This is an optimization exercise on Yosys and OpenROAD, whose aim is small area and a short achievable clock period, not a production implementation. No functional check of the RTL was part of any run shown here.

File: flow/run.sh
#!/bin/bash
# Standard ORFS layout (the standard.sh, standard synthesis unchanged), with
# extra settings for timing repair, clock tree and port buffers.
set -euo pipefail
bash standard.sh SETUP_SLACK_MARGIN=8.3 "CTS_ARGS=-sink_clustering_enable -repair_clock_nets -sink_clustering_size 30 -sink_clustering_max_diameter 80 -dont_use_dummy_load -distance_between_buffers 300" "BUFFER_PORTS_ARGS=-buffer_cell sky130_fd_sc_hd__buf_1" finish > standard.log 2>&1
File: standard.sh
#!/bin/bash
# synth_recipe.tcl (not shown) runs the flow's synth.tcl, then flattens the netlist and writes it again
# the make line also repeats each setting of config.mk as NAME=value (left out here)
make -C /OpenROAD-flow-scripts/flow DESIGN_CONFIG=/design/flow/config.mk WORK_HOME=/design/flow/orfs CLKGATE_MAP_FILE= SYNTH_SCRIPT=/design/flow/synth_recipe.tcl "${@:-finish}"
File: config.mk
export PLATFORM = sky130hd
export DESIGN_NAME = top_diannao_node_vMAX
export DESIGN_NICKNAME = top_diannao_node_vMAX
export VERILOG_FILES = /design/flow/design.v
export SDC_FILE = /design/flow/constraint.sdc
export NUM_CORES = 8
export LEC_CHECK = 0
export ABC_AREA = 1
export CAP_MARGIN = 10
export CORE_MARGIN = 2
export CORE_UTILIZATION = 40
export SETUP_SLACK_MARGIN = 5
export SLEW_MARGIN = 10
export SYNTH_HIERARCHICAL = 1
File: constraint.sdc
create_clock -name core_clock -period 12.0 [get_ports {clk}]
set_input_delay 2.4000 -clock core_clock [delete_from_list [all_inputs] [get_ports {clk}]]
set_output_delay 2.4000 -clock core_clock [all_outputs]
set_load 0.01 [all_outputs]
File: design.v
module nfu_fa (input a, input b, input c, output s, output co);
    wire x = a ^ b;
    assign s = x ^ c;
    assign co = (a & b) | (c & x);
endmodule
module nfu_ha (input a, input b, output s, output co);
    assign s = a ^ b;
    assign co = a & b;
endmodule
module top_diannao_node_vMAX (
        clk,
        i_inputs,
        i_synapses,
        i_op,
        i_nbout,
        i_load,
        o_to_edram
    );
    input           clk;
    input  [255:0]  i_inputs;
    input  [255:0]  i_synapses;
    input  [0:0]    i_op;
    input  [15:0]   i_nbout;
    input           i_load;
    output [15:0]   o_to_edram;
    function gt16;
        input [15:0] a, b;
        reg [15:0] G, P, Gn, Pn;
        integer i, d;
        begin
            G = a & ~b;
            P = a | ~b;
            for (d = 1; d < 16; d = d * 2) begin
                for (i = 0; i < 16; i = i + 1) begin
                    if (i % (2*d) == 2*d-1) begin
                        Gn[i] = G[i] | (P[i] & G[i-d]);
                        Pn[i] = P[i] & P[i-d];
                    end else begin
                        Gn[i] = G[i];
                        Pn[i] = P[i];
                    end
                end
                G = Gn;
                P = Pn;
            end
            gt16 = G[15];
        end
    endfunction
    function [15:0] max4;
        input [15:0] a, b, c, d;
        reg ab, ac, ad, bc, bd, cd;
        begin
            ab = gt16(a, b);
            ac = gt16(a, c);
            ad = gt16(a, d);
            bc = gt16(b, c);
            bd = gt16(b, d);
            cd = gt16(c, d);
            max4 = ({16{ab & ac & ad}} & a) | ({16{~ab & bc & bd}} & b) |
                   ({16{~ac & ~bc & cd}} & c) | ({16{~ad & ~bd & ~cd}} & d);
        end
    endfunction
    function [15:0] max4t;
        input [15:0] a, b, c, d;
        reg [15:0] m0, m1;
        begin
            m0 = gt16(a, b) ? a : b;
            m1 = gt16(c, d) ? c : d;
            max4t = gt16(m0, m1) ? m0 : m1;
        end
    endfunction
    function [31:0] csa4;
        input [15:0] a, b, c, d;
        reg [15:0] x1, s1, c1, x2;
        begin
            x1 = a ^ b;
            s1 = x1 ^ c;
            c1 = {(a[14:0] & b[14:0]) | (c[14:0] & x1[14:0]), 1'b0};
            x2 = s1 ^ c1;
            csa4 = {(s1[14:0] & c1[14:0]) | (d[14:0] & x2[14:0]), 1'b0, x2 ^ d};
        end
    endfunction
    reg  [239:0] mag_a;
    reg  [239:0] mag_b;
    reg  [15:0]  sgn1;
    reg  [239:0] cs0, cs1;
    reg  [15:0]  csc;
    reg  [15:0]  sgn2;
    reg  [63:0]  gsum0, gmax;
    reg  [59:0]  gsum1;       
    reg  [15:0]  rsum0, rmax;
    reg  [15:1]  rsum1;
    reg  [15:0]  out_reg;     
    reg  [15:0]  out_copy;    
    assign o_to_edram = out_copy;
    wire [239:0] h0_all, h1_all;
    wire [15:0]  ci_all;
    wire [255:0] prod;
    genvar j, k;
    generate
        for (j = 0; j < 16; j = j + 1) begin : lane
            always @(posedge clk) begin
                mag_a[15*j +: 15] <= i_inputs[16*j +: 15];
                mag_b[15*j +: 15] <= i_synapses[16*j +: 15];
                sgn1[j]           <= i_inputs[16*j+15] ^ i_synapses[16*j+15];
            end
            wire [17:0] bq = {2'b00, mag_b[15*j +: 15], 1'b0};
            wire [7:0]  one0, two0, neg0;
            genvar i;
            for (i = 0; i < 8; i = i + 1) begin : dig
                assign one0[i] = bq[2*i+1] ^ bq[2*i];
                assign two0[i] = (bq[2*i+2] & ~bq[2*i+1] & ~bq[2*i]) | (~bq[2*i+2] & bq[2*i+1] & bq[2*i]);
                assign neg0[i] = bq[2*i+2];
            end
            wire [8:0]  ext = -{neg0[4], 1'b0, neg0[3], 1'b0, neg0[2], 1'b0, neg0[1], 1'b0, neg0[0]};
            wire [14:0] h0, h1;
            wire        ci;
            wire pp1;
            wire pp2;
            wire pp3;
            wire pp4;
            wire pp5;
            wire pp6;
            wire pp7;
            wire pp8;
            wire pp9;
            wire pp10;
            wire pp11;
            wire pp12;
            wire pp13;
            wire pp14;
            wire pp15;
            wire pp16;
            wire pp17;
            wire pp18;
            wire pp19;
            wire pp20;
            wire pp21;
            wire pp22;
            wire pp23;
            wire pp24;
            wire pp25;
            wire pp26;
            wire pp27;
            wire pp28;
            wire pp29;
            wire pp30;
            wire pp31;
            wire pp32;
            wire pp33;
            wire pp34;
            wire pp35;
            wire pp36;
            wire pp37;
            wire pp38;
            wire pp39;
            wire pp40;
            wire pp41;
            wire pp42;
            wire pp43;
            wire pp44;
            wire pp45;
            wire pp46;
            wire pp47;
            wire pp48;
            wire pp49;
            wire pp50;
            wire pp51;
            wire pp52;
            wire pp53;
            wire pp54;
            wire pp55;
            wire pp56;
            wire pp57;
            wire pp58;
            wire pp59;
            wire pp60;
            wire pp61;
            wire pp62;
            wire pp63;
            wire pp64;
            wire pp65;
            wire pp66;
            wire pp67;
            wire pp68;
            wire pp69;
            wire pp70;
            wire pp71;
            wire pp72;
            wire pp73;
            wire pp74;
            wire pp75;
            wire pp76;
            wire pp77;
            wire pp78;
            wire pp79;
            wire pp80;
            wire pp81;
            wire pp82;
            wire pp83;
            wire pp84;
            wire pp85;
            wire pp86;
            wire pp87;
            wire pp88;
            wire pp89;
            wire pp90;
            wire pp91;
            wire pp92;
            wire pp93;
            wire pp94;
            wire pp95;
            wire pp96;
            wire pp97;
            wire pp98;
            wire pp99;
            wire pp100;
            wire pp101;
            wire pp102;
            wire pp103;
            wire pp104;
            wire pp105;
            wire pp106;
            wire pp107;
            wire pp108;
            wire pp109;
            wire pp110;
            wire pp111;
            wire pp112;
            wire pp113;
            wire pp114;
            wire pp115;
            wire pp116;
            wire pp117;
            wire pp118;
            wire pp119;
            wire s120;
            wire c121;
            wire s122;
            wire c123;
            wire s124;
            wire c125;
            wire s126;
            wire c127;
            wire s128;
            wire c129;
            wire s130;
            wire c131;
            wire s132;
            wire c133;
            wire s134;
            wire c135;
            wire s136;
            wire c137;
            wire s138;
            wire c139;
            wire s140;
            wire c141;
            wire s142;
            wire c143;
            wire s144;
            wire c145;
            wire s146;
            wire c147;
            wire s148;
            wire c149;
            wire s150;
            wire c151;
            wire s152;
            wire c153;
            wire s154;
            wire c155;
            wire s156;
            wire c157;
            wire s158;
            wire c159;
            wire s160;
            wire c161;
            wire s162;
            wire c163;
            wire s164;
            wire c165;
            wire s166;
            wire c167;
            wire s168;
            wire c169;
            wire s170;
            wire c171;
            wire s172;
            wire c173;
            wire s174;
            wire c175;
            wire s176;
            wire c177;
            wire s178;
            wire c179;
            wire s180;
            wire c181;
            wire s182;
            wire c183;
            wire s184;
            wire c185;
            wire s186;
            wire c187;
            wire s188;
            wire c189;
            wire s190;
            wire c191;
            wire s192;
            wire c193;
            wire s194;
            wire c195;
            wire s196;
            wire c197;
            wire s198;
            wire c199;
            wire s200;
            wire c201;
            wire s202;
            wire c203;
            wire s204;
            wire c205;
            wire s206;
            wire c207;
            wire s208;
            wire c209;
            wire s210;
            wire c211;
            wire s212;
            wire c213;
            wire s214;
            wire c215;
            wire s216;
            wire c217;
            wire s218;
            wire c219;
            wire s220;
            wire c221;
            wire s222;
            wire c223;
            wire s224;
            wire c225;
            wire s226;
            wire c227;
            wire s228;
            wire c229;
            wire s230;
            wire c231;
            wire s232;
            wire c233;
            wire s234;
            wire c235;
            wire s236;
            wire c237;
            wire s238;
            wire c239;
            wire s240;
            wire c241;
            wire s242;
            wire c243;
            wire s244;
            wire c245;
            wire s246;
            wire c247;
            wire s248;
            wire c249;
            wire s250;
            wire c251;
            wire s252;
            wire c253;
            wire s254;
            wire c255;
            wire s256;
            wire c257;
            wire s258;
            wire c259;
            wire s260;
            wire c261;
            wire s262;
            wire c263;
            wire s264;
            wire c265;
            wire s266;
            wire c267;
            wire s268;
            wire c269;
            wire s270;
            wire c271;
            wire s272;
            wire c273;
            wire s274;
            wire c275;
            wire s276;
            wire c277;
            wire s278;
            wire c279;
            wire s280;
            wire c281;
            wire s282;
            wire c283;
            wire s284;
            wire c285;
            wire s286;
            wire c287;
            wire s288;
            wire c289;
            wire s290;
            wire c291;
            wire s292;
            wire c293;
            wire s294;
            wire c295;
            wire s296;
            wire c297;
            wire s298;
            wire c299;
            wire s300;
            wire c301;
            wire s302;
            wire c303;
            wire s304;
            wire c305;
            wire s306;
            wire c307;
            wire s308;
            wire c309;
            wire s310;
            wire c311;
            wire s312;
            wire c313;
            wire s314;
            wire c315;
            wire s316;
            wire c317;
            wire s318;
            wire c319;
            wire s320;
            wire c321;
            wire s322;
            wire c323;
            wire s324;
            wire c325;
            wire s326;
            wire c327;
            wire s328;
            wire c329;
            wire s330;
            wire c331;
            wire s332;
            wire c333;
            wire s334;
            wire c335;
            wire s336;
            wire c337;
            assign pp1 = ((one0[0] & mag_a[15*j+0])) ^ neg0[0];
            assign pp2 = ((one0[0] & mag_a[15*j+1]) | (two0[0] & mag_a[15*j+0])) ^ neg0[0];
            assign pp3 = ((one0[0] & mag_a[15*j+2]) | (two0[0] & mag_a[15*j+1])) ^ neg0[0];
            assign pp4 = ((one0[0] & mag_a[15*j+3]) | (two0[0] & mag_a[15*j+2])) ^ neg0[0];
            assign pp5 = ((one0[0] & mag_a[15*j+4]) | (two0[0] & mag_a[15*j+3])) ^ neg0[0];
            assign pp6 = ((one0[0] & mag_a[15*j+5]) | (two0[0] & mag_a[15*j+4])) ^ neg0[0];
            assign pp7 = ((one0[0] & mag_a[15*j+6]) | (two0[0] & mag_a[15*j+5])) ^ neg0[0];
            assign pp8 = ((one0[0] & mag_a[15*j+7]) | (two0[0] & mag_a[15*j+6])) ^ neg0[0];
            assign pp9 = ((one0[0] & mag_a[15*j+8]) | (two0[0] & mag_a[15*j+7])) ^ neg0[0];
            assign pp10 = ((one0[0] & mag_a[15*j+9]) | (two0[0] & mag_a[15*j+8])) ^ neg0[0];
            assign pp11 = ((one0[0] & mag_a[15*j+10]) | (two0[0] & mag_a[15*j+9])) ^ neg0[0];
            assign pp12 = ((one0[0] & mag_a[15*j+11]) | (two0[0] & mag_a[15*j+10])) ^ neg0[0];
            assign pp13 = ((one0[0] & mag_a[15*j+12]) | (two0[0] & mag_a[15*j+11])) ^ neg0[0];
            assign pp14 = ((one0[0] & mag_a[15*j+13]) | (two0[0] & mag_a[15*j+12])) ^ neg0[0];
            assign pp15 = ((one0[0] & mag_a[15*j+14]) | (two0[0] & mag_a[15*j+13])) ^ neg0[0];
            assign pp16 = ((two0[0] & mag_a[15*j+14])) ^ neg0[0];
            assign pp17 = ((one0[1] & mag_a[15*j+0])) ^ neg0[1];
            assign pp18 = ((one0[1] & mag_a[15*j+1]) | (two0[1] & mag_a[15*j+0])) ^ neg0[1];
            assign pp19 = ((one0[1] & mag_a[15*j+2]) | (two0[1] & mag_a[15*j+1])) ^ neg0[1];
            assign pp20 = ((one0[1] & mag_a[15*j+3]) | (two0[1] & mag_a[15*j+2])) ^ neg0[1];
            assign pp21 = ((one0[1] & mag_a[15*j+4]) | (two0[1] & mag_a[15*j+3])) ^ neg0[1];
            assign pp22 = ((one0[1] & mag_a[15*j+5]) | (two0[1] & mag_a[15*j+4])) ^ neg0[1];
            assign pp23 = ((one0[1] & mag_a[15*j+6]) | (two0[1] & mag_a[15*j+5])) ^ neg0[1];
            assign pp24 = ((one0[1] & mag_a[15*j+7]) | (two0[1] & mag_a[15*j+6])) ^ neg0[1];
            assign pp25 = ((one0[1] & mag_a[15*j+8]) | (two0[1] & mag_a[15*j+7])) ^ neg0[1];
            assign pp26 = ((one0[1] & mag_a[15*j+9]) | (two0[1] & mag_a[15*j+8])) ^ neg0[1];
            assign pp27 = ((one0[1] & mag_a[15*j+10]) | (two0[1] & mag_a[15*j+9])) ^ neg0[1];
            assign pp28 = ((one0[1] & mag_a[15*j+11]) | (two0[1] & mag_a[15*j+10])) ^ neg0[1];
            assign pp29 = ((one0[1] & mag_a[15*j+12]) | (two0[1] & mag_a[15*j+11])) ^ neg0[1];
            assign pp30 = ((one0[1] & mag_a[15*j+13]) | (two0[1] & mag_a[15*j+12])) ^ neg0[1];
            assign pp31 = ((one0[1] & mag_a[15*j+14]) | (two0[1] & mag_a[15*j+13])) ^ neg0[1];
            assign pp32 = ((two0[1] & mag_a[15*j+14])) ^ neg0[1];
            assign pp33 = ((one0[2] & mag_a[15*j+0])) ^ neg0[2];
            assign pp34 = ((one0[2] & mag_a[15*j+1]) | (two0[2] & mag_a[15*j+0])) ^ neg0[2];
            assign pp35 = ((one0[2] & mag_a[15*j+2]) | (two0[2] & mag_a[15*j+1])) ^ neg0[2];
            assign pp36 = ((one0[2] & mag_a[15*j+3]) | (two0[2] & mag_a[15*j+2])) ^ neg0[2];
            assign pp37 = ((one0[2] & mag_a[15*j+4]) | (two0[2] & mag_a[15*j+3])) ^ neg0[2];
            assign pp38 = ((one0[2] & mag_a[15*j+5]) | (two0[2] & mag_a[15*j+4])) ^ neg0[2];
            assign pp39 = ((one0[2] & mag_a[15*j+6]) | (two0[2] & mag_a[15*j+5])) ^ neg0[2];
            assign pp40 = ((one0[2] & mag_a[15*j+7]) | (two0[2] & mag_a[15*j+6])) ^ neg0[2];
            assign pp41 = ((one0[2] & mag_a[15*j+8]) | (two0[2] & mag_a[15*j+7])) ^ neg0[2];
            assign pp42 = ((one0[2] & mag_a[15*j+9]) | (two0[2] & mag_a[15*j+8])) ^ neg0[2];
            assign pp43 = ((one0[2] & mag_a[15*j+10]) | (two0[2] & mag_a[15*j+9])) ^ neg0[2];
            assign pp44 = ((one0[2] & mag_a[15*j+11]) | (two0[2] & mag_a[15*j+10])) ^ neg0[2];
            assign pp45 = ((one0[2] & mag_a[15*j+12]) | (two0[2] & mag_a[15*j+11])) ^ neg0[2];
            assign pp46 = ((one0[2] & mag_a[15*j+13]) | (two0[2] & mag_a[15*j+12])) ^ neg0[2];
            assign pp47 = ((one0[2] & mag_a[15*j+14]) | (two0[2] & mag_a[15*j+13])) ^ neg0[2];
            assign pp48 = ((two0[2] & mag_a[15*j+14])) ^ neg0[2];
            assign pp49 = ((one0[3] & mag_a[15*j+0])) ^ neg0[3];
            assign pp50 = ((one0[3] & mag_a[15*j+1]) | (two0[3] & mag_a[15*j+0])) ^ neg0[3];
            assign pp51 = ((one0[3] & mag_a[15*j+2]) | (two0[3] & mag_a[15*j+1])) ^ neg0[3];
            assign pp52 = ((one0[3] & mag_a[15*j+3]) | (two0[3] & mag_a[15*j+2])) ^ neg0[3];
            assign pp53 = ((one0[3] & mag_a[15*j+4]) | (two0[3] & mag_a[15*j+3])) ^ neg0[3];
            assign pp54 = ((one0[3] & mag_a[15*j+5]) | (two0[3] & mag_a[15*j+4])) ^ neg0[3];
            assign pp55 = ((one0[3] & mag_a[15*j+6]) | (two0[3] & mag_a[15*j+5])) ^ neg0[3];
            assign pp56 = ((one0[3] & mag_a[15*j+7]) | (two0[3] & mag_a[15*j+6])) ^ neg0[3];
            assign pp57 = ((one0[3] & mag_a[15*j+8]) | (two0[3] & mag_a[15*j+7])) ^ neg0[3];
            assign pp58 = ((one0[3] & mag_a[15*j+9]) | (two0[3] & mag_a[15*j+8])) ^ neg0[3];
            assign pp59 = ((one0[3] & mag_a[15*j+10]) | (two0[3] & mag_a[15*j+9])) ^ neg0[3];
            assign pp60 = ((one0[3] & mag_a[15*j+11]) | (two0[3] & mag_a[15*j+10])) ^ neg0[3];
            assign pp61 = ((one0[3] & mag_a[15*j+12]) | (two0[3] & mag_a[15*j+11])) ^ neg0[3];
            assign pp62 = ((one0[3] & mag_a[15*j+13]) | (two0[3] & mag_a[15*j+12])) ^ neg0[3];
            assign pp63 = ((one0[3] & mag_a[15*j+14]) | (two0[3] & mag_a[15*j+13])) ^ neg0[3];
            assign pp64 = ((two0[3] & mag_a[15*j+14])) ^ neg0[3];
            assign pp65 = ((one0[4] & mag_a[15*j+0])) ^ neg0[4];
            assign pp66 = ((one0[4] & mag_a[15*j+1]) | (two0[4] & mag_a[15*j+0])) ^ neg0[4];
            assign pp67 = ((one0[4] & mag_a[15*j+2]) | (two0[4] & mag_a[15*j+1])) ^ neg0[4];
            assign pp68 = ((one0[4] & mag_a[15*j+3]) | (two0[4] & mag_a[15*j+2])) ^ neg0[4];
            assign pp69 = ((one0[4] & mag_a[15*j+4]) | (two0[4] & mag_a[15*j+3])) ^ neg0[4];
            assign pp70 = ((one0[4] & mag_a[15*j+5]) | (two0[4] & mag_a[15*j+4])) ^ neg0[4];
            assign pp71 = ((one0[4] & mag_a[15*j+6]) | (two0[4] & mag_a[15*j+5])) ^ neg0[4];
            assign pp72 = ((one0[4] & mag_a[15*j+7]) | (two0[4] & mag_a[15*j+6])) ^ neg0[4];
            assign pp73 = ((one0[4] & mag_a[15*j+8]) | (two0[4] & mag_a[15*j+7])) ^ neg0[4];
            assign pp74 = ((one0[4] & mag_a[15*j+9]) | (two0[4] & mag_a[15*j+8])) ^ neg0[4];
            assign pp75 = ((one0[4] & mag_a[15*j+10]) | (two0[4] & mag_a[15*j+9])) ^ neg0[4];
            assign pp76 = ((one0[4] & mag_a[15*j+11]) | (two0[4] & mag_a[15*j+10])) ^ neg0[4];
            assign pp77 = ((one0[4] & mag_a[15*j+12]) | (two0[4] & mag_a[15*j+11])) ^ neg0[4];
            assign pp78 = ((one0[4] & mag_a[15*j+13]) | (two0[4] & mag_a[15*j+12])) ^ neg0[4];
            assign pp79 = ((one0[4] & mag_a[15*j+14]) | (two0[4] & mag_a[15*j+13])) ^ neg0[4];
            assign pp80 = ((two0[4] & mag_a[15*j+14])) ^ neg0[4];
            assign pp81 = ((one0[5] & mag_a[15*j+0])) ^ neg0[5];
            assign pp82 = ((one0[5] & mag_a[15*j+1]) | (two0[5] & mag_a[15*j+0])) ^ neg0[5];
            assign pp83 = ((one0[5] & mag_a[15*j+2]) | (two0[5] & mag_a[15*j+1])) ^ neg0[5];
            assign pp84 = ((one0[5] & mag_a[15*j+3]) | (two0[5] & mag_a[15*j+2])) ^ neg0[5];
            assign pp85 = ((one0[5] & mag_a[15*j+4]) | (two0[5] & mag_a[15*j+3])) ^ neg0[5];
            assign pp86 = ((one0[5] & mag_a[15*j+5]) | (two0[5] & mag_a[15*j+4])) ^ neg0[5];
            assign pp87 = ((one0[5] & mag_a[15*j+6]) | (two0[5] & mag_a[15*j+5])) ^ neg0[5];
            assign pp88 = ((one0[5] & mag_a[15*j+7]) | (two0[5] & mag_a[15*j+6])) ^ neg0[5];
            assign pp89 = ((one0[5] & mag_a[15*j+8]) | (two0[5] & mag_a[15*j+7])) ^ neg0[5];
            assign pp90 = ((one0[5] & mag_a[15*j+9]) | (two0[5] & mag_a[15*j+8])) ^ neg0[5];
            assign pp91 = ((one0[5] & mag_a[15*j+10]) | (two0[5] & mag_a[15*j+9])) ^ neg0[5];
            assign pp92 = ((one0[5] & mag_a[15*j+11]) | (two0[5] & mag_a[15*j+10])) ^ neg0[5];
            assign pp93 = ((one0[5] & mag_a[15*j+12]) | (two0[5] & mag_a[15*j+11])) ^ neg0[5];
            assign pp94 = ((one0[5] & mag_a[15*j+13]) | (two0[5] & mag_a[15*j+12])) ^ neg0[5];
            assign pp95 = ((one0[5] & mag_a[15*j+14]) | (two0[5] & mag_a[15*j+13])) ^ neg0[5];
            assign pp96 = ((one0[6] & mag_a[15*j+0])) ^ neg0[6];
            assign pp97 = ((one0[6] & mag_a[15*j+1]) | (two0[6] & mag_a[15*j+0])) ^ neg0[6];
            assign pp98 = ((one0[6] & mag_a[15*j+2]) | (two0[6] & mag_a[15*j+1])) ^ neg0[6];
            assign pp99 = ((one0[6] & mag_a[15*j+3]) | (two0[6] & mag_a[15*j+2])) ^ neg0[6];
            assign pp100 = ((one0[6] & mag_a[15*j+4]) | (two0[6] & mag_a[15*j+3])) ^ neg0[6];
            assign pp101 = ((one0[6] & mag_a[15*j+5]) | (two0[6] & mag_a[15*j+4])) ^ neg0[6];
            assign pp102 = ((one0[6] & mag_a[15*j+6]) | (two0[6] & mag_a[15*j+5])) ^ neg0[6];
            assign pp103 = ((one0[6] & mag_a[15*j+7]) | (two0[6] & mag_a[15*j+6])) ^ neg0[6];
            assign pp104 = ((one0[6] & mag_a[15*j+8]) | (two0[6] & mag_a[15*j+7])) ^ neg0[6];
            assign pp105 = ((one0[6] & mag_a[15*j+9]) | (two0[6] & mag_a[15*j+8])) ^ neg0[6];
            assign pp106 = ((one0[6] & mag_a[15*j+10]) | (two0[6] & mag_a[15*j+9])) ^ neg0[6];
            assign pp107 = ((one0[6] & mag_a[15*j+11]) | (two0[6] & mag_a[15*j+10])) ^ neg0[6];
            assign pp108 = ((one0[6] & mag_a[15*j+12]) | (two0[6] & mag_a[15*j+11])) ^ neg0[6];
            assign pp109 = ((one0[7] & mag_a[15*j+0])) ^ 1'b0;
            assign pp110 = ((one0[7] & mag_a[15*j+1]) | (two0[7] & mag_a[15*j+0])) ^ 1'b0;
            assign pp111 = ((one0[7] & mag_a[15*j+2]) | (two0[7] & mag_a[15*j+1])) ^ 1'b0;
            assign pp112 = ((one0[7] & mag_a[15*j+3]) | (two0[7] & mag_a[15*j+2])) ^ 1'b0;
            assign pp113 = ((one0[7] & mag_a[15*j+4]) | (two0[7] & mag_a[15*j+3])) ^ 1'b0;
            assign pp114 = ((one0[7] & mag_a[15*j+5]) | (two0[7] & mag_a[15*j+4])) ^ 1'b0;
            assign pp115 = ((one0[7] & mag_a[15*j+6]) | (two0[7] & mag_a[15*j+5])) ^ 1'b0;
            assign pp116 = ((one0[7] & mag_a[15*j+7]) | (two0[7] & mag_a[15*j+6])) ^ 1'b0;
            assign pp117 = ((one0[7] & mag_a[15*j+8]) | (two0[7] & mag_a[15*j+7])) ^ 1'b0;
            assign pp118 = ((one0[7] & mag_a[15*j+9]) | (two0[7] & mag_a[15*j+8])) ^ 1'b0;
            assign pp119 = ((one0[7] & mag_a[15*j+10]) | (two0[7] & mag_a[15*j+9])) ^ 1'b0;
            nfu_ha HA121 (.a(sgn1[j]), .b(neg0[4]), .s(s120), .co(c121));
            nfu_ha HA123 (.a(sgn1[j]), .b(pp10), .s(s122), .co(c123));
            nfu_fa FA125 (.a(neg0[5]), .b(pp11), .c(pp25), .s(s124), .co(c125));
            nfu_ha HA127 (.a(pp12), .b(pp26), .s(s126), .co(c127));
            nfu_fa FA129 (.a(neg0[6]), .b(pp13), .c(pp27), .s(s128), .co(c129));
            nfu_ha HA131 (.a(pp41), .b(pp55), .s(s130), .co(c131));
            nfu_fa FA133 (.a(pp14), .b(pp28), .c(pp42), .s(s132), .co(c133));
            nfu_ha HA135 (.a(pp56), .b(pp70), .s(s134), .co(c135));
            nfu_fa FA137 (.a(pp15), .b(pp29), .c(pp43), .s(s136), .co(c137));
            nfu_fa FA139 (.a(pp57), .b(pp71), .c(pp85), .s(s138), .co(c139));
            nfu_fa FA141 (.a(pp16), .b(pp30), .c(pp44), .s(s140), .co(c141));
            nfu_fa FA143 (.a(pp58), .b(pp72), .c(pp86), .s(s142), .co(c143));
            nfu_fa FA145 (.a(ext[0]), .b(pp31), .c(pp45), .s(s144), .co(c145));
            nfu_fa FA147 (.a(pp59), .b(pp73), .c(pp87), .s(s146), .co(c147));
            nfu_fa FA149 (.a(ext[1]), .b(pp32), .c(pp46), .s(s148), .co(c149));
            nfu_fa FA151 (.a(pp60), .b(pp74), .c(pp88), .s(s150), .co(c151));
            nfu_fa FA153 (.a(ext[2]), .b(pp47), .c(pp61), .s(s152), .co(c153));
            nfu_ha HA155 (.a(pp75), .b(pp89), .s(s154), .co(c155));
            nfu_fa FA157 (.a(ext[3]), .b(pp48), .c(pp62), .s(s156), .co(c157));
            nfu_ha HA159 (.a(pp76), .b(pp90), .s(s158), .co(c159));
            nfu_fa FA161 (.a(ext[4]), .b(pp63), .c(pp77), .s(s160), .co(c161));
            nfu_ha HA163 (.a(ext[5]), .b(pp64), .s(s162), .co(c163));
            nfu_ha HA165 (.a(sgn1[j]), .b(neg0[2]), .s(s164), .co(c165));
            nfu_ha HA167 (.a(sgn1[j]), .b(pp6), .s(s166), .co(c167));
            nfu_fa FA169 (.a(sgn1[j]), .b(neg0[3]), .c(pp7), .s(s168), .co(c169));
            nfu_ha HA171 (.a(pp21), .b(pp35), .s(s170), .co(c171));
            nfu_fa FA173 (.a(sgn1[j]), .b(pp8), .c(pp22), .s(s172), .co(c173));
            nfu_ha HA175 (.a(pp36), .b(pp50), .s(s174), .co(c175));
            nfu_fa FA177 (.a(pp9), .b(pp23), .c(pp37), .s(s176), .co(c177));
            nfu_fa FA179 (.a(pp51), .b(pp65), .c(s120), .s(s178), .co(c179));
            nfu_fa FA181 (.a(pp24), .b(pp38), .c(pp52), .s(s180), .co(c181));
            nfu_fa FA183 (.a(pp66), .b(c121), .c(s122), .s(s182), .co(c183));
            nfu_fa FA185 (.a(pp39), .b(pp53), .c(pp67), .s(s184), .co(c185));
            nfu_fa FA187 (.a(pp81), .b(c123), .c(s124), .s(s186), .co(c187));
            nfu_fa FA189 (.a(pp40), .b(pp54), .c(pp68), .s(s188), .co(c189));
            nfu_fa FA191 (.a(pp82), .b(s126), .c(c125), .s(s190), .co(c191));
            nfu_fa FA193 (.a(pp69), .b(pp83), .c(pp96), .s(s192), .co(c193));
            nfu_fa FA195 (.a(c127), .b(s130), .c(s128), .s(s194), .co(c195));
            nfu_fa FA197 (.a(pp84), .b(pp97), .c(c131), .s(s196), .co(c197));
            nfu_fa FA199 (.a(s134), .b(c129), .c(s132), .s(s198), .co(c199));
            nfu_fa FA201 (.a(pp98), .b(pp109), .c(c135), .s(s200), .co(c201));
            nfu_fa FA203 (.a(c133), .b(s136), .c(s138), .s(s202), .co(c203));
            nfu_fa FA205 (.a(pp99), .b(pp110), .c(c137), .s(s204), .co(c205));
            nfu_fa FA207 (.a(c139), .b(s140), .c(s142), .s(s206), .co(c207));
            nfu_fa FA209 (.a(pp100), .b(pp111), .c(c141), .s(s208), .co(c209));
            nfu_fa FA211 (.a(c143), .b(s144), .c(s146), .s(s210), .co(c211));
            nfu_fa FA213 (.a(pp101), .b(pp112), .c(c145), .s(s212), .co(c213));
            nfu_fa FA215 (.a(c147), .b(s148), .c(s150), .s(s214), .co(c215));
            nfu_fa FA217 (.a(pp102), .b(pp113), .c(s154), .s(s216), .co(c217));
            nfu_fa FA219 (.a(c149), .b(c151), .c(s152), .s(s218), .co(c219));
            nfu_fa FA221 (.a(pp103), .b(pp114), .c(c155), .s(s220), .co(c221));
            nfu_fa FA223 (.a(s158), .b(c153), .c(s156), .s(s222), .co(c223));
            nfu_fa FA225 (.a(pp91), .b(pp104), .c(pp115), .s(s224), .co(c225));
            nfu_fa FA227 (.a(c159), .b(c157), .c(s160), .s(s226), .co(c227));
            nfu_fa FA229 (.a(pp78), .b(pp92), .c(pp105), .s(s228), .co(c229));
            nfu_fa FA231 (.a(pp116), .b(s162), .c(c161), .s(s230), .co(c231));
            nfu_fa FA233 (.a(ext[6]), .b(pp79), .c(pp93), .s(s232), .co(c233));
            nfu_fa FA235 (.a(pp106), .b(pp117), .c(c163), .s(s234), .co(c235));
            nfu_fa FA237 (.a(ext[7]), .b(pp80), .c(pp94), .s(s236), .co(c237));
            nfu_ha HA239 (.a(pp107), .b(pp118), .s(s238), .co(c239));
            nfu_fa FA241 (.a(ext[8]), .b(pp95), .c(pp108), .s(s240), .co(c241));
            nfu_ha HA243 (.a(sgn1[j]), .b(neg0[1]), .s(s242), .co(c243));
            nfu_ha HA245 (.a(sgn1[j]), .b(pp4), .s(s244), .co(c245));
            nfu_fa FA247 (.a(pp5), .b(pp19), .c(pp33), .s(s246), .co(c247));
            nfu_fa FA249 (.a(pp20), .b(pp34), .c(c165), .s(s248), .co(c249));
            nfu_fa FA251 (.a(pp49), .b(c167), .c(s170), .s(s250), .co(c251));
            nfu_fa FA253 (.a(c171), .b(s174), .c(c169), .s(s252), .co(c253));
            nfu_fa FA255 (.a(c175), .b(c173), .c(s176), .s(s254), .co(c255));
            nfu_fa FA257 (.a(c177), .b(c179), .c(s180), .s(s256), .co(c257));
            nfu_fa FA259 (.a(c181), .b(s184), .c(c183), .s(s258), .co(c259));
            nfu_fa FA261 (.a(c185), .b(s188), .c(s190), .s(s260), .co(c261));
            nfu_fa FA263 (.a(c189), .b(s192), .c(c191), .s(s262), .co(c263));
            nfu_fa FA265 (.a(c193), .b(s196), .c(c195), .s(s264), .co(c265));
            nfu_fa FA267 (.a(c197), .b(s200), .c(c199), .s(s266), .co(c267));
            nfu_fa FA269 (.a(c201), .b(s204), .c(c203), .s(s268), .co(c269));
            nfu_fa FA271 (.a(c205), .b(s208), .c(c207), .s(s270), .co(c271));
            nfu_fa FA273 (.a(c209), .b(s212), .c(c211), .s(s272), .co(c273));
            nfu_fa FA275 (.a(c213), .b(s216), .c(c215), .s(s274), .co(c275));
            nfu_fa FA277 (.a(c217), .b(s220), .c(c219), .s(s276), .co(c277));
            nfu_fa FA279 (.a(s224), .b(c221), .c(c223), .s(s278), .co(c279));
            nfu_fa FA281 (.a(c225), .b(s228), .c(s230), .s(s280), .co(c281));
            nfu_fa FA283 (.a(c229), .b(s232), .c(s234), .s(s282), .co(c283));
            nfu_fa FA285 (.a(s238), .b(c233), .c(s236), .s(s284), .co(c285));
            nfu_fa FA287 (.a(pp119), .b(c239), .c(c237), .s(s286), .co(c287));
            nfu_ha HA289 (.a(sgn1[j]), .b(neg0[0]), .s(s288), .co(c289));
            nfu_ha HA291 (.a(sgn1[j]), .b(pp2), .s(s290), .co(c291));
            nfu_fa FA293 (.a(pp3), .b(pp17), .c(s242), .s(s292), .co(c293));
            nfu_fa FA295 (.a(pp18), .b(c243), .c(s244), .s(s294), .co(c295));
            nfu_fa FA297 (.a(s164), .b(c245), .c(s246), .s(s296), .co(c297));
            nfu_fa FA299 (.a(s166), .b(c247), .c(s248), .s(s298), .co(c299));
            nfu_fa FA301 (.a(c249), .b(s168), .c(s250), .s(s300), .co(c301));
            nfu_fa FA303 (.a(s172), .b(c251), .c(s252), .s(s302), .co(c303));
            nfu_fa FA305 (.a(s178), .b(c253), .c(s254), .s(s304), .co(c305));
            nfu_fa FA307 (.a(s182), .b(c255), .c(s256), .s(s306), .co(c307));
            nfu_fa FA309 (.a(c257), .b(s186), .c(s258), .s(s308), .co(c309));
            nfu_fa FA311 (.a(c187), .b(c259), .c(s260), .s(s310), .co(c311));
            nfu_fa FA313 (.a(s194), .b(s262), .c(c261), .s(s312), .co(c313));
            nfu_fa FA315 (.a(s198), .b(c263), .c(s264), .s(s314), .co(c315));
            nfu_fa FA317 (.a(s202), .b(c265), .c(s266), .s(s316), .co(c317));
            nfu_fa FA319 (.a(s206), .b(c267), .c(s268), .s(s318), .co(c319));
            nfu_fa FA321 (.a(s210), .b(c269), .c(s270), .s(s320), .co(c321));
            nfu_fa FA323 (.a(s214), .b(c271), .c(s272), .s(s322), .co(c323));
            nfu_fa FA325 (.a(s218), .b(c273), .c(s274), .s(s324), .co(c325));
            nfu_fa FA327 (.a(s222), .b(c275), .c(s276), .s(s326), .co(c327));
            nfu_fa FA329 (.a(s226), .b(c277), .c(s278), .s(s328), .co(c329));
            nfu_fa FA331 (.a(c227), .b(c279), .c(s280), .s(s330), .co(c331));
            nfu_fa FA333 (.a(c231), .b(s282), .c(c281), .s(s332), .co(c333));
            nfu_fa FA335 (.a(c235), .b(s284), .c(c283), .s(s334), .co(c335));
            nfu_fa FA337 (.a(s240), .b(s286), .c(c285), .s(s336), .co(c337));
            wire [9:0] la = {s306, s304, s302, s300, s298, s296, s294, s292, s290, s288};
            wire [9:0] lb = {c305, c303, c301, c299, c297, c295, c293, c291, c289, pp1};
            wire [9:0] lg = la & lb;
            wire [9:0] lp = la | lb;
            wire g10 = lg[1] | (lp[1] & lg[0]);
            wire g32 = lg[3] | (lp[3] & lg[2]), p32 = lp[3] & lp[2];
            wire g54 = lg[5] | (lp[5] & lg[4]), p54 = lp[5] & lp[4];
            wire g76 = lg[7] | (lp[7] & lg[6]), p76 = lp[7] & lp[6];
            wire g98 = lg[9] | (lp[9] & lg[8]), p98 = lp[9] & lp[8];
            wire g30 = g32 | (p32 & g10);
            wire g74 = g76 | (p76 & g54), p74 = p76 & p54;
            wire g70 = g74 | (p74 & g30);
            assign ci = g98 | (p98 & g70);
            assign h0 = {s336, s334, s332, s330, s328, s326, s324, s322, s320, s318, s316, s314, s312, s310, s308};
            assign h1 = {c335, c333, c331, c329, c327, c325, c323, c321, c319, c317, c315, c313, c311, c309, c307};
            assign h0_all[15*j +: 15] = h0;
            assign h1_all[15*j +: 15] = h1;
            assign ci_all[j] = ci;
            wire [15:0] psum = {cs0[15*j +: 15], 1'b1} + {cs1[15*j +: 15], csc[j]};
            assign prod[16*j +: 16] = {sgn2[j], psum[15:1]};
        end
    endgenerate
    wire [63:0] gsum0_d, gsum1_d, gmax_d;
    generate
        for (k = 0; k < 4; k = k + 1) begin : grp
            wire [15:0] p0 = prod[64*k +: 16];
            wire [15:0] p1 = prod[64*k+16 +: 16];
            wire [15:0] p2 = prod[64*k+32 +: 16];
            wire [15:0] p3 = prod[64*k+48 +: 16];
            assign {gsum1_d[16*k +: 16], gsum0_d[16*k +: 16]} = csa4(p0, p1, p2, p3);
            assign gmax_d[16*k +: 16] = max4(p0, p1, p2, p3);
        end
    endgenerate
    wire [15:0] gs0 = gsum0[15:0]  + {gsum1[14:0],  1'b0};
    wire [15:0] gs1 = gsum0[31:16] + {gsum1[29:15], 1'b0};
    wire [15:0] gs2 = gsum0[47:32] + {gsum1[44:30], 1'b0};
    wire [15:0] gs3 = gsum0[63:48] + {gsum1[59:45], 1'b0};
    wire [31:0] ss = csa4(gs0, gs1, gs2, gs3);
    wire [15:0] sm = max4(gs0, gs1, gs2, gs3);
    wire [31:0] ms = csa4(gmax[15:0], gmax[31:16], gmax[47:32], gmax[63:48]);
    wire [15:0] mm = max4t(gmax[15:0], gmax[31:16], gmax[47:32], gmax[63:48]);
    wire [15:0] rs1 = {rsum1, 1'b0};
    wire [15:0] fx  = rsum0 ^ rs1;
    wire [15:0] fs  = fx ^ out_reg;
    wire [15:0] fc  = {(rsum0[14:0] & rs1[14:0]) | (out_reg[14:0] & fx[14:0]), 1'b0};
    wire [15:0] fin_sum = fs + fc;
    wire        take = gt16(rmax, out_reg);
    wire [15:0] fin_max = take ? rmax : out_reg;
    wire [15:0] fin     = i_op[0] ? fin_max : fin_sum;
    wire [15:0] fin_max_c = ({16{take}} & rmax) | ({16{~take}} & out_reg);
    wire [15:0] fin_c     = i_op[0] ? fin_max_c : fin_sum;
    always @(posedge clk) begin
        cs0     <= h0_all;
        cs1     <= h1_all;
        csc     <= ci_all;
        sgn2    <= sgn1;
        gsum0   <= gsum0_d;
        gsum1   <= {gsum1_d[63:49], gsum1_d[47:33], gsum1_d[31:17], gsum1_d[15:1]};
        gmax    <= gmax_d;
        rsum0   <= i_op[0] ? ms[15:0]  : ss[15:0];
        rsum1   <= i_op[0] ? ms[31:17] : ss[31:17];
        rmax    <= i_op[0] ? mm : sm;
        out_reg <= i_load ? fin : i_nbout;
        out_copy <= i_load ? fin_c : i_nbout;
    end
endmodule
==> results of run 1 <==
-- routing by layer --
metal	GRT usage	vias to the layer above
li1	-	53005
met1	0.3384	54818
met2	0.3686	4058
met3	0.03042	547
met4	0.06091	10
met5	0	-
-- synth_stat cells (95+ instances only) --
library cell  count  area share
o22ai_1        1709       0.080
clkbuf_1        603       0.017
nand2_1        2853       0.080
a21oi_1         523       0.020
dfxtp_1        1259        0.19
ha_1            806       0.076
fa_1           1663        0.25
o21ai_0         390       0.015
xor2_1         1744        0.11
inv_1          1566       0.044
xnor2_1          95      0.0062
nand4_1         245       0.012
nor2_1          984       0.028
nand3_1         797       0.030
-- logic make-up (layout without fill, tap and decap cells) --
logic type,after synthesis,count (layout)
other,0,7
xor gates and xnor gates,1862,1862
AOI/OAI and AO/OA,2845,2846
DFF,1275,1275
buffers and inverters,2390,2597
adders and majority gates,2469,2469
and+or+nand+nor,5101,5102
muxes,2,2
-- area by class of cell --
type	count	area (um^2)
antenna	7	17.52
clock buffer	106	2653
fill	32951	185600
inverter	1651	6296
multi-input combinational	12281	99980
sequential	1275	25860
tap	4366	5463
timing repair buffer	837	4922
timing repair inverter	3	17.52
-- Yosys stat by module (local to each module, per instance) --
module                 times used  area [um^2]  cells  flip-flops and latches
nfu_fa                       1472        20.02      1                       0
nfu_ha                        272        12.51      1                       0
top_diannao_node_vMAX           1       100300  14200                    1275
-- through the flow --
| step | instances | instance area [um^2] | hold slack [ns] |
|---|---|---|---|
| after floorplan | 15944 | 133200 | 0.4800 |
| after global placement | 20238 | 138700 | 0.5491 |
| after detailed placement | 20238 | 138700 | 0.5539 |
| after CTS | 20364 | 142500 | 0.5903 |
| after global routing | 20520 | 145200 | 0.6375 |
| final | 20526 | 145200 | 0.5896 |
-- what timing repair did --
item / CTS / global route
endpoints found under the setup margin: 532 / 443
resized for setup: 254 / 362
endpoints found under the hold margin: 0 / 0
pin swaps: 6 / 48
buffers inserted: 20 / 149
gates cloned: 0 / 6
-- worst max path at each step --
stage                              start             end  slack [ns]  cells after the start
floorplan             mag_b[121]$_DFF_P_  csc[8]$_DFF_P_        8.34                     14
global placement       mag_b[80]$_DFF_P_  csc[5]$_DFF_P_        6.87                      9
detailed placement     mag_b[80]$_DFF_P_  csc[5]$_DFF_P_        6.83                      9
CTS                    mag_b[78]$_DFF_P_  csc[5]$_DFF_P_        8.06                     10
global route           mag_a[75]$_DFF_P_  csc[5]$_DFF_P_        8.12                     12
finish              out_copy[13]$_DFF_P_  o_to_edram[13]        8.29                      1
==> results.txt, run 1 <==
commonest cells after routing, fill and taps aside=nand2_1 (2773), xor2_1 (1726), o22ai_1 (1709); antenna-violating nets left=0; CP Cell Sequence=buf_6; simple-gate share of the synthesized area=0.1618; WHS Path Cells=2; number of cell rows=211; H-tree levels=3; drt wl/cell=between 15 and 20 um; Tmin final=around 3.7 ns; gr ovfl total=0; Clock transition at path regs=0.10 ns; # DRC=0; deepest clock path buffer count=3; Final Setup Violations=0; worst-skew pair later-pin latency=0.82 ns; Post-Synthesis Cells=15944; Synth Register Bits=1275; Synth Net Count=18944; Ports=547; most common cell after layout, fill and taps aside=nand2_1; pin slew with the least headroom to its limit=0.9284 ns; Fin Setup TNS=0 ns; Synth Area in Compound Gates=0.1272; initial antenna violation count=27; fraction of the cycle the final worst path needs=0.3092; met2 WL=182100 um; FMAX=269.5 MHz; Post-synth ARST share=0; Max-slew headroom=0.3802; number of global-route vias before repair=109047; port bufs=about 550; CP delay by family, top=flip-flops; die area=0.3376 mm^2; CORE AREA=0.3308 mm^2; status=timing/DRC/antenna clean; Netlist cell types=63; TritonCTS clock tree=yes; cts hold-fix bufs=0; Critical Path AT=1.31 ns; Synth Warn #=7; Total Routing Usage GR=0.2346; RR Endpoint=csc[5]$_DFF_P_; area share of fa/ha/maj cells after synthesis=0.3257; startpoint types=register; routed length on met3=27810 um; critical path class=reg -> out; layout cell share with drive strength beyond 1=0.05850; Clock Sinks=about 1300; dpl hpwl=317400 um; via count=between 100k and 150k; dominant synthesized flop cell=dfxtp_1; utilization after layout=0.4390; uppermost routed layer=met5; Final Slew Violations=0; Initial Util=0.4026; RSZ-0062 raised after global routing=true; final worst setup slack=8.290 ns; Hold Path End=out_copy[14]$_DFF_P_; HP Class=reg -> reg; drt first-iter violations=9524; first-pass GRT wire length=635400 um; crit path max fanout=1; Final #Nets=19155; Buf+Inv Stages, Crit Path=1; Root Driver=clkbuf_16; reg-to-reg startpoint=mag_b[80]$_DFF_P_; Post-synth EDFFs=16; Via density=between 5 and 6; Slowest cell on crit path=dfxtp_4; mux cell area share after synthesis=0.0001503; drt pass-1 iters=6; final hold viol count=0; Setup Skew=0.1066 ns; Crit path required time=9.60 ns; Max-Cap Viols=0; Worst Hold Launch=out_reg[14]$_DFFE_PP_; Cell Area, Synth=0.1332 mm^2; R2R depth=13; Post-Place Setup Slack=6.828 ns; Routability Congestion=0.9590; P&R area growth vs syn=9.026%; total CTS buffers=106; Routed WL=406900 um; reg2reg setup slack=roughly 8.4 ns; M1 wire length=185700 um; largest net degree at the start of global routing=71; CP max stage delay=0.40 ns; Seq/Total Area, Yosys=0.1928; Die Width=581.0 um; Avg Cell Area, Syn=8.353 um^2; die height=581.0 um; XOR/XNOR Fraction of Synth Area=0.1238; CP endpoint kind=output port; main combinational cell family by area after synthesis=adder cells
==> run 2, diff against run 1 <==
--- a/design.v
+++ b/design.v
@@ -69,6 +69,42 @@
             max4t = gt16(m0, m1) ? m0 : m1;
         end
     endfunction
+    function [31:0] add16_pre;
+        input [15:0] a, b;
+        reg [15:0] g, p, G1;
+        integer i;
+        begin
+            g = a & b;
+            p = a ^ b;
+            G1[0] = g[0];
+            for (i = 1; i < 16; i = i + 1)
+                G1[i] = g[i] | (p[i] & g[i-1]);
+            add16_pre = {G1, p};
+        end
+    endfunction
+    function [15:0] add16_post;
+        input [15:0] G1, p;
+        reg [15:0] G, P, Gn, Pn;
+        integer k, d;
+        begin
+            G = G1;
+            P = {p[15:1] & p[14:0], 1'b0};
+            for (d = 2; d < 16; d = d * 2) begin
+                for (k = 0; k < 16; k = k + 1) begin
+                    if (k >= d) begin
+                        Gn[k] = G[k] | (P[k] & G[k-d]);
+                        Pn[k] = P[k] & P[k-d];
+                    end else begin
+                        Gn[k] = G[k];
+                        Pn[k] = P[k];
+                    end
+                end
+                G = Gn;
+                P = Pn;
+            end
+            add16_post = p ^ {G[14:0], 1'b0};
+        end
+    endfunction
     function [31:0] csa4;
         input [15:0] a, b, c, d;
         reg [15:0] x1, s1, c1, x2;
@@ -86,8 +122,8 @@
     reg  [239:0] cs0, cs1;
     reg  [15:0]  csc;
     reg  [15:0]  sgn2;
-    reg  [63:0]  gsum0, gmax;
-    reg  [59:0]  gsum1;       
+    reg  [63:0]  gs_p, gmax;    
+    reg  [59:0]  gs_g;          
     reg  [15:0]  rsum0, rmax;
     reg  [15:1]  rsum1;
     reg  [15:0]  out_reg;     
@@ -702,7 +738,7 @@
             assign prod[16*j +: 16] = {sgn2[j], psum[15:1]};
         end
     endgenerate
-    wire [63:0] gsum0_d, gsum1_d, gmax_d;
+    wire [63:0] gsum0_d, gsum1_d, gs_g_d, gs_p_d, gmax_d;
     generate
         for (k = 0; k < 4; k = k + 1) begin : grp
             wire [15:0] p0 = prod[64*k +: 16];
@@ -710,15 +746,16 @@
             wire [15:0] p2 = prod[64*k+32 +: 16];
             wire [15:0] p3 = prod[64*k+48 +: 16];
             assign {gsum1_d[16*k +: 16], gsum0_d[16*k +: 16]} = csa4(p0, p1, p2, p3);
+            assign {gs_g_d[16*k +: 16], gs_p_d[16*k +: 16]} = add16_pre(gsum0_d[16*k +: 16], gsum1_d[16*k +: 16]);
             assign gmax_d[16*k +: 16] = max4(p0, p1, p2, p3);
         end
     endgenerate
-    wire [15:0] gs0 = gsum0[15:0]  + {gsum1[14:0],  1'b0};
-    wire [15:0] gs1 = gsum0[31:16] + {gsum1[29:15], 1'b0};
-    wire [15:0] gs2 = gsum0[47:32] + {gsum1[44:30], 1'b0};
-    wire [15:0] gs3 = gsum0[63:48] + {gsum1[59:45], 1'b0};
+    wire [15:0] gs0 = add16_post({gs_g[14:0],  1'b0}, gs_p[15:0]);
+    wire [15:0] gs1 = add16_post({gs_g[29:15], 1'b0}, gs_p[31:16]);
+    wire [15:0] gs2 = add16_post({gs_g[44:30], 1'b0}, gs_p[47:32]);
+    wire [15:0] gs3 = add16_post({gs_g[59:45], 1'b0}, gs_p[63:48]);
     wire [31:0] ss = csa4(gs0, gs1, gs2, gs3);
-    wire [15:0] sm = max4(gs0, gs1, gs2, gs3);
+    wire [15:0] sm = max4t(gs0, gs1, gs2, gs3);
     wire [31:0] ms = csa4(gmax[15:0], gmax[31:16], gmax[47:32], gmax[63:48]);
     wire [15:0] mm = max4t(gmax[15:0], gmax[31:16], gmax[47:32], gmax[63:48]);
     wire [15:0] rs1 = {rsum1, 1'b0};
@@ -736,8 +773,8 @@
         cs1     <= h1_all;
         csc     <= ci_all;
         sgn2    <= sgn1;
-        gsum0   <= gsum0_d;
-        gsum1   <= {gsum1_d[63:49], gsum1_d[47:33], gsum1_d[31:17], gsum1_d[15:1]};
+        gs_p    <= gs_p_d;
+        gs_g    <= {gs_g_d[63:49], gs_g_d[47:33], gs_g_d[31:17], gs_g_d[15:1]};
         gmax    <= gmax_d;
         rsum0   <= i_op[0] ? ms[15:0]  : ss[15:0];
         rsum1   <= i_op[0] ? ms[31:17] : ss[31:17];
==> flow/run.sh (replaced) <==
#!/bin/bash
# Standard ORFS layout (the standard.sh, standard synthesis unchanged), with
# extra settings for timing repair, clock tree and port buffers.
set -euo pipefail
bash standard.sh SETUP_SLACK_MARGIN=8.2 "CTS_ARGS=-sink_clustering_enable -repair_clock_nets -sink_clustering_size 30 -sink_clustering_max_diameter 80 -dont_use_dummy_load" "BUFFER_PORTS_ARGS=-buffer_cell sky130_fd_sc_hd__buf_1" finish > standard.log 2>&1
==> run 2 against run 1 <==
  * Synthesized cell count is 8.4% lower
  * Clock skew up 0.012 ns
  * Worst hold slack better by 0.0053 ns
==> results.txt, run 2 <==
Synth Warn #=7; # placed instances=~19000; number of global-route vias before repair=roughly 100k; Tmin final=3.767 ns; TritonCTS clock tree=yes; H-tree levels=3; drt first-iter violations=~9200; Clock transition at path regs=approximately 0.10 ns; Setup Skew=roughly 0.12 ns; Initial Util=0.4010; antenna-violating nets left=0; Final Setup Violations=0; Synth Net Count=roughly 18000; worst-skew pair later-pin latency=0.90 ns; Synth area leader=fa_1; Routed WL=377900 um; Crit path required time=about 9.6 ns; Via density=5.425; Clock Sinks=around 1300; pin slew with the least headroom to its limit=1.004 ns; Netlist cell types=63; first-pass GRT wire length=589600 um; FMAX=265.4 MHz; status=timing/DRC/antenna clean; CP endpoint kind=output port; initial antenna violation count=19; Post-synth ARST share=0; Root Driver=clkbuf_16; Post-Synthesis Cells=14597; Avg Cell Area, Syn=8.801 um^2; total CTS buffers=~110; Fin Setup TNS=0 ns; Post-synth EDFFs=16; Seq/Total Area, Yosys=0.1993; CP Cell Sequence=buf_6; CP delay by family, top=flip-flops; cts hold-fix bufs=0; deepest clock path buffer count=4; HP Class=reg -> reg; crit path max fanout=1; largest net degree at the start of global routing=61; final worst setup slack=8.233 ns; startpoint types=register; Placement Cell Area=0.1343 mm^2; CP max stage delay=0.34 ns; RSZ-0062 raised after global routing=true; dominant synthesized flop cell=dfxtp_1; Yosys top cell area share=0.2604; Layout Cell Area excl Fill=about 0.14 mm^2; Synth Register Bits=1271; Cell Area, Synth=0.1285 mm^2; die height=570.7 um; Slowest cell on crit path=dfxtp_2; commonest cells after routing, fill and taps aside=o22ai_1 (1770), xor2_1 (1760), fa_1 (1662); number of cell rows=208; Synth area leaders=fa_1 (26%), dfxtp_1 (20%), xor2_1 (13%); Die Width=570.7 um; synth cell count leaders=xor2_1 (1875), o22ai_1 (1770), nand2_1 (1723); Post-Place Setup Slack=6.982 ns; Max-slew headroom=0.3309; drt wl/cell=19.67 um; # DRC=0; Routability Congestion=just over 0.9; most common cell after layout, fill and taps aside=o22ai_1; critical path class=reg -> out; Final Non-Filler Cells=19214; Total Routing Usage GR=0.2266; Critical Path AT=roughly 1.4 ns; CORE AREA=0.3204 mm^2; final hold viol count=0; layout cell share with drive strength beyond 1=0.08394; gr ovfl total=0; FILL cells=~31000; utilization after layout=0.4475; Max-Cap Viols=0; fraction of the cycle the final worst path needs=0.3140; drt pass-1 iters=6; most common cell in the netlist=xor2_1; Final #Nets=17905; port bufs=~550; dpl hpwl=292500 um; Final Slew Violations=0; Ports=547; P&R area growth vs syn=11.60%; die area=between 0.3 and 0.4 mm^2; Buf+Inv Stages, Crit Path=1; via count=104238
[run 2: changes by cell type after synthesis, sizes merged, moves of 55 or more]
cell,before,now
nor2,1004,740
o22ai,1709,1770
nand4,245,190
nand3,826,608
nand2,2895,1735
xor2,1762,1875
[run 2: modules after synthesis (local to each module, per instance)]
module | cells | area, um^2 | flops+latches | copies in the design
nfu_fa | 1 | 20.02 | 0 | 1472
nfu_ha | 1 | 12.51 | 0 | 272
top_diannao_node_vMAX | 12853 | 95600 | 1271 | 1
[run 2: path summary, 6_finish.rpt]
kind / from / to / slack [ns] / cells after the start
hold / removal: sgn2[10]$_DFF_P_ / gmax[47]$_DFF_P_ / 0.59 / 2
hold reg to reg: sgn2[10]$_DFF_P_ / gmax[47]$_DFF_P_ / 0.59 / 2
setup reg to reg: gs_p[3]$_DFF_P_ / rmax[6]$_DFF_P_ / 8.25 / 28
setup / recovery: out_copy[4]$_DFF_P_ / o_to_edram[4] / 8.23 / 1
[run 2: cells by family (layout without fill, tap and decap cells)]
family | count (synthesis) | in the layout | share of synthesized area
AOI/OAI and AO/OA | 3001 | 3001 | 0.1405
buffers and inverters | 2424 | 2724 | 0.07159
muxes | 4 | 4 | 0.0003117
DFF | 1271 | 1271 | 0.1993
and+or+nand+nor | 3436 | 3443 | 0.1143
adders and majority gates | 2476 | 2476 | 0.3386
xor gates and xnor gates | 1985 | 1985 | 0.1353
other | 0 | 5 | 0
[run 2: metrics by stage]
stage	hold slack, ns
2_1_floorplan	0.4748
3_3_place_gp	0.6276
3_5_place_dp	0.6258
4_1_cts	0.5953
5_1_grt	0.6013
6_report	0.5949
[run 2: area by class of cell]
cell class	instances	area, um^2	share of cell area
Sequential cell	1271	25780	0.1798
Multi-Input combinational cell	10909	97560	0.6805
Clock buffer	114	2853	0.01990
Timing Repair inverter	2	15.01	0.0001047
Inverter	1691	6421	0.04479
Tap cell	4305	5386	0.03757
Antenna cell	5	12.51	0.00008727
Timing Repair Buffer	917	5339	0.03724
[run 2: metal layers]
layer  GRT usage  vias up  part of all wire
li1            -    49063                 -
met5           0        -           0.00022
met3     0.03337      428             0.071
met1      0.3328    51026              0.46
met4     0.05524       12             0.025
met2      0.3478     3709              0.44
[run 2: timing repair]
item,in CTS,in global routing
buffers inserted,76,128
resized for setup,337,664
endpoints found under the setup margin,572,445
cloned,5,5
pin swaps,37,174
==> run 3, diff against run 2 <==
==> flow/run.sh (replaced) <==
#!/bin/bash
# Standard ORFS layout (the standard.sh, standard synthesis unchanged), with
# extra settings for timing repair, clock tree and port buffers.
set -euo pipefail
bash standard.sh SETUP_SLACK_MARGIN=8.3 "CTS_ARGS=-sink_clustering_enable -repair_clock_nets -sink_clustering_size 30 -sink_clustering_max_diameter 80 -dont_use_dummy_load -distance_between_buffers 300" "BUFFER_PORTS_ARGS=-buffer_cell sky130_fd_sc_hd__buf_1" finish > standard.log 2>&1
==> run 3 against run 2 <==
  * Wire length up 0.79%
  * Synthesized area unchanged
  * Setup slack better by 0.065 ns
  * Via count up 0.58%
  * Cell area up 1.3%
  * Critical path depth up 24
  * Worst hold slack worse by 0.016 ns
  * First-iteration DRC count up 3.5%
  * Utilization up 0.59 points
  * Still clean
==> results.txt, run 3 <==
uppermost routed layer=met5; CP endpoint kind=register; most common cell in the netlist=xor2_1; initial antenna violation count=19; port bufs=~550; reg2reg setup slack=8.30 ns; Post-Place Setup Slack=6.982 ns; Total Routing Usage GR=0.2274; reg-to-reg startpoint=gs_p[22]$_DFF_P_; Yosys top cell area share=0.2604; met2 WL=168000 um; Initial Util=0.4010; worst-skew pair later-pin latency=0.82 ns; via count=104838; Synth Area in Compound Gates=0.1405; status=timing/DRC/antenna clean; Hold Path End=gmax[47]$_DFF_P_; RR Endpoint=rmax[13]$_DFF_P_; layout cell share with drive strength beyond 1=0.1012; largest net degree at the start of global routing=just over 60; RSZ-0062 raised after global routing=true; routed length on met3=27630 um; TritonCTS clock tree=yes; Post-synth EDFFs=16; FMAX=270.1 MHz; first-pass GRT wire length=591600 um; Clock Sinks=1271; # DRC=0; crit path max fanout=8; drt pass-1 iters=6; Avg Cell Area, Syn=8.801 um^2; number of global-route vias before repair=101941; number of cell rows=208; P&R area growth vs syn=13.06%; Final Slew Violations=0; die area=0.3257 mm^2; total CTS buffers=110; Post-synth ARST share=0; final hold viol count=0; CP max stage delay=0.39 ns; XOR/XNOR Fraction of Synth Area=0.1353; Top cell by count, worst path=nand2_2; startpoint types=register; die height=between 500 and 600 um; WHS Path Cells=2; critical path class=reg -> reg; CORE AREA=0.3204 mm^2; Cell Area, Synth=around 0.13 mm^2; Setup Skew=0.1179 ns; Critical Path AT=about 4.4 ns; cts hold-fix bufs=0; Max-slew headroom=0.2663; Synth Net Count=17596; HP Class=reg -> reg; Final #Nets=18024; Synth area leader=fa_1; Root Driver=clkbuf_16; Max-Cap Viols=0; dpl hpwl=292500 um; Buf+Inv Stages, Crit Path=5; mux cell area share after synthesis=0.0003117; CP delay by family, top=simple AND/OR/NAND/NOR gates; commonest cells after routing, fill and taps aside=o22ai_1 (1770), xor2_1 (1748), fa_1 (1658); antenna-violating nets left=0; Netlist cell types=63; fraction of the cycle the final worst path needs=0.3085; area share of fa/ha/maj cells after synthesis=0.3386; most common cell after layout, fill and taps aside=o22ai_1; Fin Setup TNS=0 ns; simple-gate share of the synthesized area=0.1143; Clock transition at path regs=0.09 ns; drt wl/cell=19.70 um; Synth Register Bits=1271; final worst setup slack=8.298 ns; main combinational cell family by area after synthesis=adder cells; Final Setup Violations=0; Synth area leaders=fa_1 (26%), dfxtp_1 (20%), xor2_1 (13%); Routed WL=380900 um; Routability Congestion=0.9344; gr ovfl total=0; Via density=5.422; Worst Hold Launch=sgn2[10]$_DFF_P_; Die Width=approximately 570 um; H-tree levels=3; R2R depth=25; pin slew with the least headroom to its limit=1.093 ns; Seq/Total Area, Yosys=0.1993; M1 wire length=175200 um; drt first-iter violations=9493; Crit path required time=12.74 ns; utilization after layout=0.4534; Post-Synthesis Cells=~15000; Tmin final=between 3 and 4 ns; synth cell count leaders=xor2_1 (1875), o22ai_1 (1770), nand2_1 (1723); Synth Warn #=7; dominant synthesized flop cell=dfxtp_1; Slowest cell on crit path=dfxtp_4; Ports=547; deepest clock path buffer count=3
==> run 3: cell counts after synthesis <==
Identical to the previous run, type by type.
==> run 3: what timing repair did <==
action                     4_1_cts  5_1_grt
pin swaps                       94      172
gates cloned                     7        3
gates resized for setup        556      685
setup endpoints to repair      607      492
hold endpoints to repair         0        0
buffers inserted               123      204
==> run 3: final cells by class <==
| type | instances | area [um^2] |
|---|---|---|
| Antenna cell | 6 | 15.01 |
| Multi-Input combinational cell | 10909 | 98400 |
| Inverter | 1691 | 6471 |
| Clock buffer | 110 | 2753 |
| Fill cell | 31033 | 175100 |
| Tap cell | 4305 | 5386 |
| Timing Repair Buffer | 1039 | 6412 |
| Timing Repair inverter | 3 | 20.02 |
| Sequential cell | 1271 | 25780 |
==> run 3: cell families after synthesis <==
group	count (synthesis)
and+or+nand+nor	3436
AOI/OAI and AO/OA	3001
adders and majority gates	2476
buffers and inverters	2424
xor gates and xnor gates	1985
DFF	1271
muxes	4
==> run 3: how the worst max path moves through the flow <==
| stage | slack, ns | depth (start not counted) | endpoint | startpoint |
|---|---|---|---|---|
| 4_1_cts | 8.22 | 14 | gs_g[10]$_DFF_P_ | cs0[0]$_DFF_P_ |
| 3_3_place_gp | 6.96 | 23 | rmax[14]$_DFF_P_ | gs_p[24]$_DFF_P_ |
| 5_1_grt | 8.09 | 29 | rmax[9]$_DFF_P_ | gs_p[22]$_DFF_P_ |
| 6_report | 8.30 | 25 | rmax[13]$_DFF_P_ | gs_p[22]$_DFF_P_ |
| 3_5_place_dp | 6.98 | 23 | rmax[14]$_DFF_P_ | gs_p[23]$_DFF_P_ |
| 2_1_floorplan | 8.35 | 25 | rmax[10]$_DFF_P_ | gs_p[3]$_DFF_P_ |
==> run 3: worst min-delay path, cell delays in order (launching register included) <==
cell,delay [ns]
dfxtp_1,0.39
nand3_1,0.12
nand4_1,0.08
==> run 3: per-stage QoR <==
step	hold WS (ns)	area, um^2	std cells
6_report	0.5787	145200	19334
3_5_place_dp	0.6258	134300	18881
2_1_floorplan	0.4748	128500	14597
4_1_cts	0.5724	140700	19121
5_1_grt	0.5778	145200	19332
3_3_place_gp	0.6276	134300	18881
==> run 3: per-layer routing <==
metal | track usage | up-vias
met1 | 0.3335 | 51198
li1 | - | 49309
met4 | 0.05815 | 12
met3 | 0.03353 | 463
met5 | 0 | -
met2 | 0.3484 | 3856
==> run 3: modules after synthesis (local to each module, per instance) <==
module / cell area (um^2) / flip-flops and latches / cells inside
top_diannao_node_vMAX: 95600 / 1271 / 12853
nfu_ha: 12.51 / 0 / 1
nfu_fa: 20.02 / 0 / 1

## port drivers added, routing unchanged
The flow's constraints put no driver on any port. The routed layouts listed below were extracted and timed again, unchanged, in two steps.
Step 1, drivers: a clkbuf_16 drives clk and a buf_2 each remaining input, both assumed.
Step 2 also shifts input and output timing later by t, the mid clock arrival at the registers, as if the neighbouring blocks saw the same clock.
Slacks: ideal / step 1 / step 2; pairs: ideal / step 1.
run	t (ns)	setup slack, ns	worst setup path after step 2	clock arrival spread, ns	worst register clock-pin slew, ns
run 1	0.873	8.290 / 8.184 / 7.581	input to register	0.109 / 0.109	0.10 / 0.10
run 2	0.947	8.233 / 8.131 / 7.365	input to register	0.126 / 0.126	0.10 / 0.10
run 3	0.867	8.298 / 8.210 / 7.530	input to register	0.130 / 0.131	0.10 / 0.10
After both steps setup and hold are still met in every run listed. The setup slack of run 2, which loses most, moves by -0.102 ns with the drivers and by -0.868 ns with both steps.
